Context: an optimization exercise on an open-source flow, tuned for small area, a short achievable clock period and few clock cycles per item. The choices shown serve that exercise and are no tape-out recipe.
Function was checked by simulation only, so behaviour that the tests miss may differ from the original.
The clock input has no modelled driver; a real chip could not lean on it and would need a root buffer or a full tree.
No activity file was given, so power comes from the tool's default toggle rates.

## v1
Design Int2Ieee754, start of the top module:
module Int2Ieee754
#
(
	parameter	inputDataLength	=	32
)
(
    input 	CLK,
    input 	RST,
    input	[inputDataLength-1:0] 		IntInput,
    input	inputCS,
	 output	reg 	[31:0] 		Data754,
    output 	reg					outputCS
    );
reg per_inputCS;
always @(posedge CLK or negedge RST) begin
	if (!RST)
		per_inputCS <= 1'b0;
	else
		per_inputCS <= inputCS;
end
wire start = inputCS & ~per_inputCS;
always @(*) outputCS = start;
wire [31:0] x = IntInput;
wire [7:0]  nzn;
genvar g;
generate for (g = 0; g < 8; g = g + 1) begin : nib
	assign nzn[g] = |x[4*g+3:4*g];
end endgenerate
wire [7:0] sel;
assign sel[7] = start & nzn[7];
generate for (g = 0; g < 7; g = g + 1) begin : one
	assign sel[g] = start & nzn[g] & ~|nzn[7:g+1];
end endgenerate
reg [31:0] c;
integer i;
always @(*) begin
	c = 32'd0;
	for (i = 0; i < 8; i = i + 1)
		c = c | ({32{sel[i]}} & (x << (28 - 4*i)));
end
wire [2:0] pi;
assign pi[2] = |nzn[7:4];
assign pi[1] = nzn[7] | nzn[6] | (~|nzn[5:4] & (nzn[3] | nzn[2]));
assign pi[0] = nzn[7] | (~nzn[6] & nzn[5]) | (~|nzn[6:4] & nzn[3]) | (~|nzn[6:2] & nzn[1]);
wire       hold = ~start;
reg [26:0] rc;    
reg [2:0]  rp;
always @(posedge CLK) begin
	rc <= c[31:5] | ({27{hold}} & rc);
	if (start)
		rp <= pi;
end
wire        t3 = rc[26], t2 = rc[25], t1 = rc[24], t0 = rc[23];
  ...
Size: roughly 31 flip-flops, ~68 I/O pins, ~0.0021 sq mm of cells after synthesis.
Settings: LEC_CHECK=0, CAP_MARGIN=20, CORE_MARGIN=2, CORE_UTILIZATION=30, GPL_TIMING_DRIVEN=0, SETUP_SLACK_MARGIN=1.45, SLEW_MARGIN=20; clock period 4.0 ns.
standard.sh (not shown) runs the stock make flow with config.mk's settings and CLKGATE_MAP_FILE= SYNTH_SCRIPT=/design/flow/synth_recipe.tcl, a recipe that flattens the netlist after the stock synthesis.
==> flow/flow/run.sh <==
#!/bin/bash
# The standard layout (standard.sh), with three changes:
#  - the port buffers are small buf_1 cells;
#  - synthesis maps the logic with flow/abc.script (an area-oriented ABC script)
#    instead of ORFS's abc_speed.script. Everything else in synthesis is
#    synth_recipe.tcl unchanged, so the registers are the standard synthesis's;
#  - the clock is distributed by flow/clock.tcl (a few clock buffers, each
#    driving the flip-flops near it) instead of TritonCTS's H-tree.
# Tool output goes to standard.log here and to the ORFS logs under orfs/logs.
set -e
here=$(pwd)
export BUFFER_PORTS_ARGS="-buffer_cell sky130_fd_sc_hd__buf_1"
export PRE_CTS_TCL=$here/flow/clock.tcl
{
  echo "proc abc {args} { set i [lsearch -exact \$args -script]; if {\$i >= 0} { lset args [expr {\$i + 1}] $here/flow/abc.script }; yosys abc {*}\$args }"
  cat synth_recipe.tcl
} > my_synth.tcl
sed "s#SYNTH_SCRIPT=[^ ]*#SYNTH_SCRIPT=$here/my_synth.tcl#" standard.sh > my_standard.sh
bash my_standard.sh > standard.log 2>&1
Other scripts of this flow, unchanged in this note and not shown: flow/flow/abc.script, flow/flow/clock.tcl
Testbench counts of v1, summed over its fixed seeds: cycles 4,800, items 2,400.
diff inputs: v1 => v26
diff --git a/flow/config.mk b/flow/config.mk
--- a/flow/config.mk
+++ b/flow/config.mk
@@ -9,5 +9,5 @@
 export CORE_MARGIN = 2
-export CORE_UTILIZATION = 30
-export GPL_TIMING_DRIVEN = 0
-export SETUP_SLACK_MARGIN = 1.45
+export CORE_UTILIZATION = 35
+export GPL_TIMING_DRIVEN = 1
+export SETUP_SLACK_MARGIN = 1.6
 export SLEW_MARGIN = 20
## What came out
Sequential share of layout area: v26 vs v1, no meaningful difference. Sequential area share after synthesis delta (v1 -> v26): insignificant. Core area in v26 is 910 sq um below v1. Looking at global-route wire length before repair across both flows, v26 is the stronger of the two, with v1 trailing. Going from v1 to v26, slack of the critical path increased 120 ps; internal power consumption essentially unchanged; sum of net half-perimeters after detailed placement has increased; maximum operating frequency shows an increase of about 5%. Compared with v1, v26 shows a last weighted congestion value of the routability-driven placer that is 0.11 higher. Compare v1 and v26 | sum of internal, switching and leakage power lower: v26.
> inputs changed (v26 -> v6)
diff --git a/flow/config.mk b/flow/config.mk
--- a/flow/config.mk
+++ b/flow/config.mk
@@ -9,3 +9,3 @@
 export CORE_MARGIN = 2
-export CORE_UTILIZATION = 35
+export CORE_UTILIZATION = 30
 export GPL_TIMING_DRIVEN = 1
Between v6 and v26, the final worst-path setup slack does not differ in any meaningful way.
v6 ended up with nor3b_4 as its library cell contributing the largest single delay on the critical path; v26 ended up with clkinv_2.
Delta (v6 minus v26): wire length on met3 shrank by 120 microns, die area grew by about 16%, met2 demand-to-capacity share in global routing shrank by 6.1 points, cell count after placement grew by 23.
Taking v26 as the reference, in v6 worst reg-to-reg path cell count held; final area went down 1.9%; clock skew held.
No run of this note takes its clock network from TritonCTS; it comes from the design's own scripts or RTL.

========
Setup of red:
Starting RTL as in the previous note.
==> flow/config.mk <==
export PLATFORM = sky130hd
export DESIGN_NAME = Int2Ieee754
export DESIGN_NICKNAME = Int2Ieee754
export VERILOG_FILES = /design/flow/design.v
export SDC_FILE = /design/flow/constraint.sdc
export NUM_CORES = 4
export LEC_CHECK = 0
export CAP_MARGIN = 20
export CORE_MARGIN = 2
export CORE_UTILIZATION = 30
export GPL_TIMING_DRIVEN = 0
export SETUP_SLACK_MARGIN = 1.6
export SLEW_MARGIN = 20
export TNS_END_PERCENT = 0
==> flow/constraint.sdc <==
create_clock -name core_clock -period 4.0 [get_ports {CLK}]
set_input_delay 0.8000 -clock core_clock [delete_from_list [all_inputs] [get_ports {CLK}]]
set_output_delay 0.8000 -clock core_clock [all_outputs]
set_load 0.01 [all_outputs]
==> flow/flow/abc.script <==
strash
dc2
&get -n
&st
&dch
&nf -R 1000
&put
topo
==> flow/flow/clock.tcl <==
# Clock distribution for this small design, in place of TritonCTS's H-tree:
# the clock sinks are split into two halves by position, and each half is
# driven by one clock buffer at its centroid; the clock port drives the two
# buffers. One buffer level, no dummy loads.
proc my_clock_buffers { clk_port buf_master nparts } {
  set block [ord::get_db_block]
  set master [[ord::get_db] findMaster $buf_master]
  set clknet [$block findNet $clk_port]
  set sinks [list]
  foreach it [$clknet getITerms] {
    set loc [[$it getInst] getLocation]
    lappend sinks [list $it [lindex $loc 0] [lindex $loc 1]]
  }
  # split along the wider axis
  set xs [lmap s $sinks {lindex $s 1}]
  set ys [lmap s $sinks {lindex $s 2}]
  set dx [expr {[tcl::mathfunc::max {*}$xs] - [tcl::mathfunc::min {*}$xs]}]
  set dy [expr {[tcl::mathfunc::max {*}$ys] - [tcl::mathfunc::min {*}$ys]}]
  set key [expr {$dx >= $dy ? 1 : 2}]
  set sorted [lsort -integer -index $key $sinks]
  set n [llength $sorted]
  for {set p 0} {$p < $nparts} {incr p} {
    set lo [expr {($p * $n) / $nparts}]
    set hi [expr {(($p + 1) * $n) / $nparts - 1}]
    set part [lrange $sorted $lo $hi]
    set sx 0; set sy 0
    foreach s $part { set sx [expr {$sx + [lindex $s 1]}]; set sy [expr {$sy + [lindex $s 2]}] }
    set m [llength $part]
    set inst [odb::dbInst_create $block $master clkbuf_leaf_$p]
    set net [odb::dbNet_create $block clknet_leaf_$p]
    $net setSigType CLOCK
    foreach s $part { set it [lindex $s 0]; $it disconnect; $it connect $net }
    [$inst findITerm A] connect $clknet
    [$inst findITerm X] connect $net
    $inst setLocation [expr {$sx / $m}] [expr {$sy / $m}]
    $inst setPlacementStatus PLACED
    puts "clock buffer clkbuf_leaf_$p ($buf_master) drives $m sinks"
  }
  $clknet setSigType CLOCK
}

my_clock_buffers CLK sky130_fd_sc_hd__clkbuf_8 3

# The clock buffers are in place; the CTS step keeps its repair and placement
# legalisation, but builds no tree of its own.
proc clock_tree_synthesis { args } {
  puts "clock_tree_synthesis: clock buffers placed by flow/clock.tcl"
  set_propagated_clock [all_clocks]
}
Scripts as last shown in full above: flow/flow/run.sh
red reached the final stage; the timing, design-rule and antenna checks on its layout passed.
Testbench counts of red, summed over its fixed seeds: cycles 4,800, items 2,400.
## Diff of input files: blue against red
Settings: a change of CORE_UTILIZATION from 30 to 25; a change of GPL_TIMING_DRIVEN from 0 to 1; a deleted TNS_END_PERCENT that had been 0.
==> comparison <==
blue against red: synthesis-to-layout area growth went down; via count of the first global-routing pass did not really move; power went down; worst setup slack went up.
red -> blue: async set-reset flop share out of synthesis flat
Delta (blue minus red): die area increased 1500 sq um; combinational power has decreased; global-route usage now sits lower.
Modified inputs, green compared to blue
Settings: CORE_UTILIZATION: 25 -> 35; GPL_TIMING_DRIVEN: 1 -> 0; SETUP_SLACK_MARGIN: 1.6 -> 1.45.
==> run summary <==
On internal power consumption, blue and green are basically level. Summary: with blue as the reference, design area in green moved down by a few percent. blue and green ended up with nearly the same count of final max-slew check failures. Core utilization: green higher than blue. For number of tap cells inserted, dividing the value from blue by the value from green gives 1.4. Compared with blue, in green flip-flop and latch share of the layout cell area increased by 0.99 points relative to the old numbers, post-route minimum period higher, cell count after placement -31.
Edits applied to the flow inputs when going from green to orange:
Settings: SETUP_SLACK_MARGIN now 1.55, was 1.45; GPL_TIMING_DRIVEN now 1, was 0; CORE_UTILIZATION now 30, was 35.
--- outcome ---
orange reached the end of the flow, and the finished layout is clean on the timing, design-rule and antenna checks.
orange vs green — first-pass GRT wire length dropped by a few percent
Wire length sits lower in orange than in green.
Compared with green, in orange final setup slack of the worst path went up; part of the cycle the worst path needs went down; number of non-filler instances in the completed layout went up.
No run of this note takes its clock network from TritonCTS; it comes from the design's own scripts or RTL.

[static timing again, ports no longer ideal]
The results above use ideal ports. As a check the final layouts listed here were re-extracted and re-timed, cells and wires unchanged. Step 1 assumes that a clkbuf_16 drives the clock port and a buf_2 every other input. Step 2, shift: input delay + t, output delay - t, t = (earliest + latest rising clock arrival at the registers) / 2. This alone moves slack from input paths to output paths. Three values: no drivers, after step 1, after step 2; two values: the first two.
run	shift t [ns]	setup WS [ns]	worst setup path at the end	worst register clock-pin slew, ns
v1	0.192	1.525 / 1.539 / 1.364	input to register	0.09 / 0.09
v26	0.186	1.650 / 1.632 / 1.502	input to register	0.08 / 0.08
v6	0.187	1.650 / 1.659 / 1.491	input to register	0.08 / 0.08
red	0.188	1.577 / 1.605 / 1.417	input to register	0.08 / 0.08
blue	0.185	1.683 / 1.684 / 1.519	input to register	0.08 / 0.08
green	0.191	1.536 / 1.538 / 1.372	input to register	0.09 / 0.09
orange	0.185	1.618 / 1.647 / 1.462	input to register	0.08 / 0.08
After both steps every run listed still meets setup and hold.
